Context: an optimization exercise on an open-source flow, tuned for small area, a short achievable clock period and few clock cycles. The choices shown serve that exercise and are no tape-out recipe.
No run shown here included a check of the RTL's function; only the layout flow was run.
The flow treats the clock pin as an ideal source, which a real chip does not have.

==> flow/design.v, too long to show whole: its modules and the start of the top module <==
// module fa: 4 lines
// module addr3_27: 159 lines
// module addr3_29: 175 lines
// module add131: 1047 lines
// module add128: 1030 lines
// module addc0: 183 lines
// module carrycx: 40 lines
// module poly1305: 3103 lines
module poly1305(
  input rst_ni,
  input clk,
  input [127:0] r,
  input [127:0] s,
  input [127:0] m,
  input fb,
  input ld,
  input first,
  output [127:0] p,
  output rdy);
  // ...
==> flow/flow/run.sh <==
#!/bin/bash
# Standard layout (standard.sh), with two changes to how it is made:
#  - the port buffers are sky130_fd_sc_hd__buf_2 cells (every port is still buffered);
#  - extra setup repair passes (repair_timing) after placement and after CTS;
#  - delay cells (clkdlybuf4s*, dlygate*, dlymetal*) are not used for buffering.
# Each tool's full output goes to its own log in this folder.
set -euo pipefail
R=orfs/results/sky130hd/poly1305/base
MARGIN=${REPAIR_MARGIN:-8}
export BUFFER_PORTS_ARGS="-buffer_cell sky130_fd_sc_hd__buf_2"
export DONT_USE_CELLS="sky130_fd_sc_hd__clkdlybuf4s15_1 sky130_fd_sc_hd__clkdlybuf4s15_2 sky130_fd_sc_hd__clkdlybuf4s18_1 sky130_fd_sc_hd__clkdlybuf4s18_2 sky130_fd_sc_hd__clkdlybuf4s25_1 sky130_fd_sc_hd__clkdlybuf4s25_2 sky130_fd_sc_hd__clkdlybuf4s50_1 sky130_fd_sc_hd__clkdlybuf4s50_2 sky130_fd_sc_hd__dlygate4sd1_1 sky130_fd_sc_hd__dlygate4sd2_1 sky130_fd_sc_hd__dlygate4sd3_1 sky130_fd_sc_hd__dlymetal6s2s_1 sky130_fd_sc_hd__dlymetal6s4s_1 sky130_fd_sc_hd__dlymetal6s6s_1"
bash standard.sh synth > 1_synth.log 2>&1
bash standard.sh floorplan > 2_floorplan.log 2>&1
bash standard.sh place > 3_place.log 2>&1
STAGE_ODB=$R/3_place.odb STAGE_SDC=$R/3_place.sdc MARGIN=$MARGIN PAD=1 \
  openroad -exit -no_init flow/repair.tcl > 3_extra_repair.log 2>&1
bash standard.sh cts > 4_cts.log 2>&1
STAGE_ODB=$R/4_cts.odb STAGE_SDC=$R/4_cts.sdc MARGIN=$MARGIN PAD=1 PROPAGATED=1 \
  openroad -exit -no_init flow/repair.tcl > 4_extra_repair.log 2>&1
bash standard.sh finish > 5_finish.log 2>&1
==> flow/flow/repair.tcl <==
# Extra setup repair on a placed (or clock-tree) database, then re-legalize.
# env: STAGE_ODB, STAGE_SDC, MARGIN, PAD
read_liberty $::env(FLOW_HOME)/platforms/sky130hd/lib/sky130_fd_sc_hd__tt_025C_1v80.lib
read_db $::env(STAGE_ODB)
read_sdc $::env(STAGE_SDC)
source $::env(FLOW_HOME)/platforms/sky130hd/setRC.tcl
if {[info exists ::env(PROPAGATED)]} { set_propagated_clock [all_clocks] }
set_dont_use [list sky130_fd_sc_hd__probe_p_8 sky130_fd_sc_hd__probec_p_8 sky130_fd_sc_hd__lpflow_* sky130_fd_sc_hd__clkdlybuf4s* sky130_fd_sc_hd__dlygate* sky130_fd_sc_hd__dlymetal*]
estimate_parasitics -placement
report_worst_slack
report_design_area
repair_timing -setup -setup_margin $::env(MARGIN) -verbose
if {[info exists ::env(PROPAGATED)]} { repair_timing -hold -hold_margin 0.05 -verbose }
set_placement_padding -global -left $::env(PAD) -right $::env(PAD)
detailed_placement
check_placement -verbose
estimate_parasitics -placement
report_worst_slack
report_design_area
write_db $::env(STAGE_ODB)
==> flow/standard.sh <==
#!/bin/bash
# synth_recipe.tcl (not shown) runs the flow's synth.tcl, then flattens the netlist and writes it again
# the make line also repeats each setting of config.mk as NAME=value (left out here)
make -C /OpenROAD-flow-scripts/flow DESIGN_CONFIG=/design/flow/config.mk WORK_HOME=/design/flow/orfs CLKGATE_MAP_FILE= SYNTH_SCRIPT=/design/flow/synth_recipe.tcl "${@:-finish}"
==> flow/config.mk <==
export PLATFORM = sky130hd
export DESIGN_NAME = poly1305
export DESIGN_NICKNAME = poly1305
export VERILOG_FILES = /design/flow/design.v
export SDC_FILE = /design/flow/constraint.sdc
export NUM_CORES = 8
export LEC_CHECK = 0
export CAP_MARGIN = 50
export CELL_PAD_IN_SITES_DETAIL_PLACEMENT = 1
export CELL_PAD_IN_SITES_GLOBAL_PLACEMENT = 1
export CORE_MARGIN = 2
export CORE_UTILIZATION = 30
export GPL_ROUTABILITY_DRIVEN = 1
export PLACE_DENSITY = 0.45
export SETUP_SLACK_MARGIN = 5
export SLEW_MARGIN = 70
export SYNTH_HIERARCHICAL = 1
==> flow/constraint.sdc <==
create_clock -name core_clock -period 12.0 [get_ports {clk}]
set_input_delay 2.4000 -clock core_clock [delete_from_list [all_inputs] [get_ports {clk}]]
set_output_delay 2.4000 -clock core_clock [all_outputs]
set_load 0.01 [all_outputs]
==> flow_metrics.py, run 1 <==
metrics = {
    "layout": {
        "seq_area_um2": 19500,
        "largest_reg_flops": 132,
        "clkbuf_count": 191,
        "multi_input_area_um2": 86400,
        "largest_register": "A",
        "layout.cells.non_filler": 15400,
        "buffer_area_share_pct": 11.6,
        "seq_share_pct": 14.7,
        "post-route-util_pct": 39.5,
        "seq_cells": 878,
        "fillers": 36200,
        "nets": 13500,
        "final_cell_mix": "1122 x a222oi_1, 1098 x fa_1, 641 x fa_2, 595 x buf_2, 559 x nand2_1",
    },
    "route": {
        "post_drt_wl_per_cell_um": 39.7,
        "drtIter0Drc": 15800,
        "wl_um": 613000,
        "route.vias.total": 95000,
        "first_pass_iters": 17,
    },
    "setup_path": {
        "crit_start": "M[60]",
        "cp_num_buf_inv": 24,
        "crit_path_end_kind": "register",
        "worstPathRequired_ns": 12.77,
        "crit_path_end": "M[62]",
        "critical_path.max_stage_delay_ns": 0.43,
    },
    "clock_network": {
        "cts_tree": "yes",
        "cts_root_buf": "clkbuf_16",
    },
    "min_path": {
        "hold-path-endpoint": "done",
    },
    "placed_design": {
        "hpwl_um": 443000,
        "dpl_cell_area_um2": 113000,
    },
    "timing": {
        "fin_tns_setup_ns": 0,
        "skew_ns": 0.0409,
        "rsz0062_at_grt": "false",
        "worst_slew_pin_slew_ns": 0.518,
        "hold_viol": 0,
    },
    "run_status": {
        "outcome": "timing/DRC/antenna clean",
    },
    "global_routing": {
        "grt.busiest_layer": "met2",
        "antenna_found_initial": 39,
    },
    "synthesis": {
        "netlist_area_um2": 101000,
    },
}
==> run 2: changes to the inputs <==
--- a/flow/design.v
+++ b/flow/design.v
@@ -2723,17 +2723,20 @@
   assign p = M;
   wire [W:0] c0s;
   wire c0co;
   addc0 u_c0 (.a({1'b0, m[W-1:0]}), .b(first ? {(W+1){1'b0}} : apre), .ci(1'b0), .s(c0s), .co(c0co));
   wire [W+1:0] chunk0 = {c0co, c0s};
   wire [W:0] chunk1a = {1'b0, M[W-1:0]} + {1'b0, first_r ? {W{1'b0}} : A[2*W-1:W]} + {{W{1'b0}}, ca[0]};
   wire [W+1:0] chunk1 = {1'b0, chunk1a} + {{W{1'b0}}, ca[1], 1'b0};
   wire [W+1:0] chunk = load ? chunk0 : chunk1;
-  wire [W:0] plow = ~({1'b0, LsN} + {1'b0, LcN} + {{W{1'b0}}, clN});    
+  wire [W-1:0] LsI = LsN | {W{it[0]}};
+  wire [W-1:0] LcI = LcN | {W{it[0]}};
+  wire clI = clN | it[0];
+  wire [W:0] plow = ~({1'b0, LsI} + {1'b0, LcI} + {{W{1'b0}}, clI});    
   wire cxco;    
   carrycx u_cx (.a(LsN[19:0]), .b(LcN[19:0]), .ci(clN), .co(cxco));
   wire cxN = cxco;
   wire pp0_0 = ~((D1[0] & R[0]) | (D3[0] & R3[0]));
   wire pp0_1 = ~((D1[0] & R[1]) | (D2[0] & R[0]) | (D3[0] & R3[1]));
   wire pp0_2 = ~((D1[0] & R[2]) | (D2[0] & R[1]) | (D3[0] & R3[2]));
   wire pp0_3 = ~((D1[0] & R[3]) | (D2[0] & R[2]) | (D3[0] & R3[3]));
   wire pp0_4 = ~((D1[0] & R[4]) | (D2[0] & R[3]) | (D3[0] & R3[4]));
@@ -5729,13 +5732,13 @@
     D1 <= {~chunk[21] & chunk[20], ~chunk[19] & chunk[18], ~chunk[17] & chunk[16], ~chunk[15] & chunk[14], ~chunk[13] & chunk[12], ~chunk[11] & chunk[10], ~chunk[9] & chunk[8], ~chunk[7] & chunk[6], ~chunk[5] & chunk[4], ~chunk[3] & chunk[2], ~chunk[1] & chunk[0]};
     D2 <= {chunk[21] & ~chunk[20], chunk[19] & ~chunk[18], chunk[17] & ~chunk[16], chunk[15] & ~chunk[14], chunk[13] & ~chunk[12], chunk[11] & ~chunk[10], chunk[9] & ~chunk[8], chunk[7] & ~chunk[6], chunk[5] & ~chunk[4], chunk[3] & ~chunk[2], chunk[1] & ~chunk[0]};
     D3 <= {chunk[21] & chunk[20], chunk[19] & chunk[18], chunk[17] & chunk[16], chunk[15] & chunk[14], chunk[13] & chunk[12], chunk[11] & chunk[10], chunk[9] & chunk[8], chunk[7] & chunk[6], chunk[5] & chunk[4], chunk[3] & chunk[2], chunk[1] & chunk[0]};
     D1N <= ~{~chunk[21] & chunk[20], ~chunk[19] & chunk[18], ~chunk[17] & chunk[16], ~chunk[15] & chunk[14], ~chunk[13] & chunk[12], ~chunk[11] & chunk[10], ~chunk[9] & chunk[8], ~chunk[7] & chunk[6], ~chunk[5] & chunk[4], ~chunk[3] & chunk[2], ~chunk[1] & chunk[0]};
     D2N <= ~{chunk[21] & ~chunk[20], chunk[19] & ~chunk[18], chunk[17] & ~chunk[16], chunk[15] & ~chunk[14], chunk[13] & ~chunk[12], chunk[11] & ~chunk[10], chunk[9] & ~chunk[8], chunk[7] & ~chunk[6], chunk[5] & ~chunk[4], chunk[3] & ~chunk[2], chunk[1] & ~chunk[0]};
     D3N <= ~{chunk[21] & chunk[20], chunk[19] & chunk[18], chunk[17] & chunk[16], chunk[15] & chunk[14], chunk[13] & chunk[12], chunk[11] & chunk[10], chunk[9] & chunk[8], chunk[7] & chunk[6], chunk[5] & chunk[4], chunk[3] & chunk[2], chunk[1] & chunk[0]};
     HsN <= tsN[145:W];
     HcN <= tcN[145:W];
-    LsN <= load ? '1 : tsN[W-1:0];
-    LcN <= load ? '1 : tcN[W-1:0];
-    cl <= load ? 1'b0 : plow[W];
+    LsN <= tsN[W-1:0];
+    LcN <= tcN[W-1:0];
+    cl <= plow[W];
   end
 endmodule
--- a/flow/flow/run.sh
+++ b/flow/flow/run.sh
@@ -1,17 +1,17 @@
 #!/bin/bash
 # Standard layout (standard.sh), with two changes to how it is made:
 #  - the port buffers are sky130_fd_sc_hd__buf_2 cells (every port is still buffered);
 #  - extra setup repair passes (repair_timing) after placement and after CTS;
 #  - delay cells (clkdlybuf4s*, dlygate*, dlymetal*) are not used for buffering.
 # Each tool's full output goes to its own log in this folder.
 set -euo pipefail
 R=orfs/results/sky130hd/poly1305/base
-MARGIN=${REPAIR_MARGIN:-8}
+MARGIN=${REPAIR_MARGIN:-7}
 export BUFFER_PORTS_ARGS="-buffer_cell sky130_fd_sc_hd__buf_2"
 export DONT_USE_CELLS="sky130_fd_sc_hd__clkdlybuf4s15_1 sky130_fd_sc_hd__clkdlybuf4s15_2 sky130_fd_sc_hd__clkdlybuf4s18_1 sky130_fd_sc_hd__clkdlybuf4s18_2 sky130_fd_sc_hd__clkdlybuf4s25_1 sky130_fd_sc_hd__clkdlybuf4s25_2 sky130_fd_sc_hd__clkdlybuf4s50_1 sky130_fd_sc_hd__clkdlybuf4s50_2 sky130_fd_sc_hd__dlygate4sd1_1 sky130_fd_sc_hd__dlygate4sd2_1 sky130_fd_sc_hd__dlygate4sd3_1 sky130_fd_sc_hd__dlymetal6s2s_1 sky130_fd_sc_hd__dlymetal6s4s_1 sky130_fd_sc_hd__dlymetal6s6s_1"
 bash standard.sh synth > 1_synth.log 2>&1
 bash standard.sh floorplan > 2_floorplan.log 2>&1
 bash standard.sh place > 3_place.log 2>&1
 STAGE_ODB=$R/3_place.odb STAGE_SDC=$R/3_place.sdc MARGIN=$MARGIN PAD=1 \
   openroad -exit -no_init flow/repair.tcl > 3_extra_repair.log 2>&1
 bash standard.sh cts > 4_cts.log 2>&1
==> flow_metrics.py, run 2 <==
metrics = {
    "timing": {
        "fmax_mhz": 186,
        "hold_viol": 0,
        "fin_tns_setup_ns": 0,
        "hold_ws_ns": 0.352,
        "rsz0062_at_grt": "false",
        "final-setup-viol-count": 0,
        "finalMaxSlewViolations": 0,
        "worst_slew_pin_slew_ns": 0.520,
        "skew_ns": 0.0567,
        "period_share_pct": 44.8,
        "relSlewSlack_pct": 65.4,
        "layout_min_cycle_time_ns": 5.38,
    },
    "setup_path": {
        "crit_path_end_kind": "register",
        "cp_top_family": "compound AO/OA/AOI/OAI gates",
        "worstPathArrival_ns": 6.11,
        "cp_slowest_cell": "dfrtp_1",
        "startpoint_type": "register",
        "worstPathRequired_ns": 12.74,
        "crit_chain": "ha_1 -> ha_1 -> a21oi_1 -> nand2_1 -> a221oi_1 -> clkdlybuf4s50_1 -> nor2_1 -> or3_4 -> nor3_4 -> inv_2 -> a21oi_1 -> o21bai_1 -> a21oi_1 -> xnor2_1 -> mux2i_1 -> nor2_1 -> a21oi_1 -> nor2_2 -> a21oi_1 -> o21ai_0",
        "crit_path_frequent_cell": "a21oi_1",
        "crit_path_max_fanout": 8,
        "path_class": "register to register",
        "cp_num_buf_inv": 2,
        "critical_path.max_stage_delay_ns": 0.61,
    },
    "synthesis": {
        "ys_warn_count": 7,
        "postSynthCellCount": 9664,
        "netlist_area_um2": 101000,
        "avgSynthCellArea_um2": 10.5,
    },
    "route": {
        "wl_um": 569000,
        "drtIter0Drc": 15700,
        "post_drt_wl_per_cell_um": 38.7,
        "route.vias.total": 90300,
        "vias_per_cell": 6.15,
        "first_pass_iters": 17,
        "drc": 0,
        "ant_nets": 0,
    },
    "floorplanning": {
        "dieArea_um2": 342000,
        "core_area_um2": 336000,
        "die_y_um": 585,
        "top_level_ports": 518,
        "dieWidth_um": 585,
        "core.rowCount": 213,
        "initial_utilization_pct": 30.1,
    },
    "global_routing": {
        "antenna_found_initial": 31,
        "grt_use_total_pct": 32.7,
        "grt_overflow_total": 0,
        "first_global_vias": 96000,
        "grt_max_degree": 84,
        "grt_pass1_wl_um": 786000,
    },
    "layout": {
        "final_common_cell": "fa_1",
        "final_cell_mix": "1736 x fa_1, 1122 x a222oi_1, 583 x ha_1, 564 x nand2_1, 506 x buf_2",
        "largestRegisters": "A (132), M (128), HsN (124)",
        "nets": 12800,
        "syn_to_final_growth_pct": 18.0,
        "largest_reg_flops": 132,
        "final_area_um2": 119000,
        "post-route-util_pct": 35.5,
        "largest_register": "A",
        "fillers": 36800,
        "drive_above_1_share_pct": 20.2,
    },
    "clock_network": {
        "post_cts_buffers": 0,
        "cts.path.max_buffers": 4,
        "cts_buffers": 136,
        "clk_pin_slew_ns": 0.06,
        "cts-resized-gates": 0,
        "cts_tree": "yes",
        "cts.sinks": 878,
        "cts_root_buf": "clkbuf_16",
        "clock_latency_ns": 0.87,
        "ctsHoldBuffers": 0,
        "ctsHtreeMaxLevel": 4,
    },
    "run_status": {
        "outcome": "timing/DRC/antenna clean",
    },
    "placed_design": {
        "io_buffers": 495,
        "gp_congestion": 0.986,
        "hpwl_um": 439000,
        "dpl_cell_area_um2": 113000,
    },
    "min_path": {
        "holdCritPathClass": "register to register",
    },
    "run": {
        "maxCapViolCount": 0,
    },
}
-- run 2: worst paths after layout --
check                             from        to  slack [ns]  depth (start not counted)
worst max-delay path             A[37]     M[85]        6.62                         20
worst min-delay path                f2      done        0.35                          0
worst max register to register   A[37]     M[85]        6.62                         20
worst min register to register      f2      done        0.35                          0
max in group asynchronous       rst_ni     A[69]        9.48                          4
min in group asynchronous       rst_ni  apre[22]        1.41                          1
-- run 2: metal layers --
layer  wire [um]  track usage (%)  part of all wire, %
met5         102                0                0.018
met2      254000             51.1                   45
met3       50000             6.12                  8.8
met1      224000             42.0                   39
met4       41300             19.3                  7.3
-- run 2: final cells by class --
cell class	count	area [um2]	area share [%]
clock inverters	57	662	0.554
inverters	341	1280	1.08
diodes	18	45.0	0.0377
multi-input cells	7619	79600	66.7
flip-flops and latches	878	19100	16.0
well taps	4515	5650	4.73
clock buffers	188	4010	3.36
repair buffers	1073	9010	7.55
-- run 2: stage by stage --
stage,setup slack [ns],std cells
finish,6.62,14700
floorplan,7.18,9773
detailed placement,6.44,14300
CTS,6.97,14600
global placement,5.76,14100
global route,6.28,14700

==> afterwards: timing with drivers on the ports <==
In the flow no input, the clock included, has a driving cell. The finished layouts below were timed again as built, in two steps.
Step 1 sets driving cells, clkbuf_16 on the clock port and buf_2 on the other inputs (assumed; they add their load-dependent delay and slew).
Step 2 moves the port delays by t, midway between the first and last clock arrival at a register: inputs arrive t later, outputs are due t later. That takes back most of the time a late clock gives input paths.
a / b / c = ideal ports / drivers / drivers and shift; a / b = the first two.
run	t, ns	setup WS [ns]	worst hold slack (ns)	cell pins on the clock port's net
run 1	0.945	7.185 / 7.185 / 6.613	0.357 / 0.357 / 0.357	1
run 2	0.945	6.622 / 6.622 / 6.622	0.352 / 0.352 / 0.352	1
After both steps every run listed still meets setup and hold. The setup slack of run 1, which loses most, moves by 0.000 ns with the drivers and by -0.572 ns with both steps.
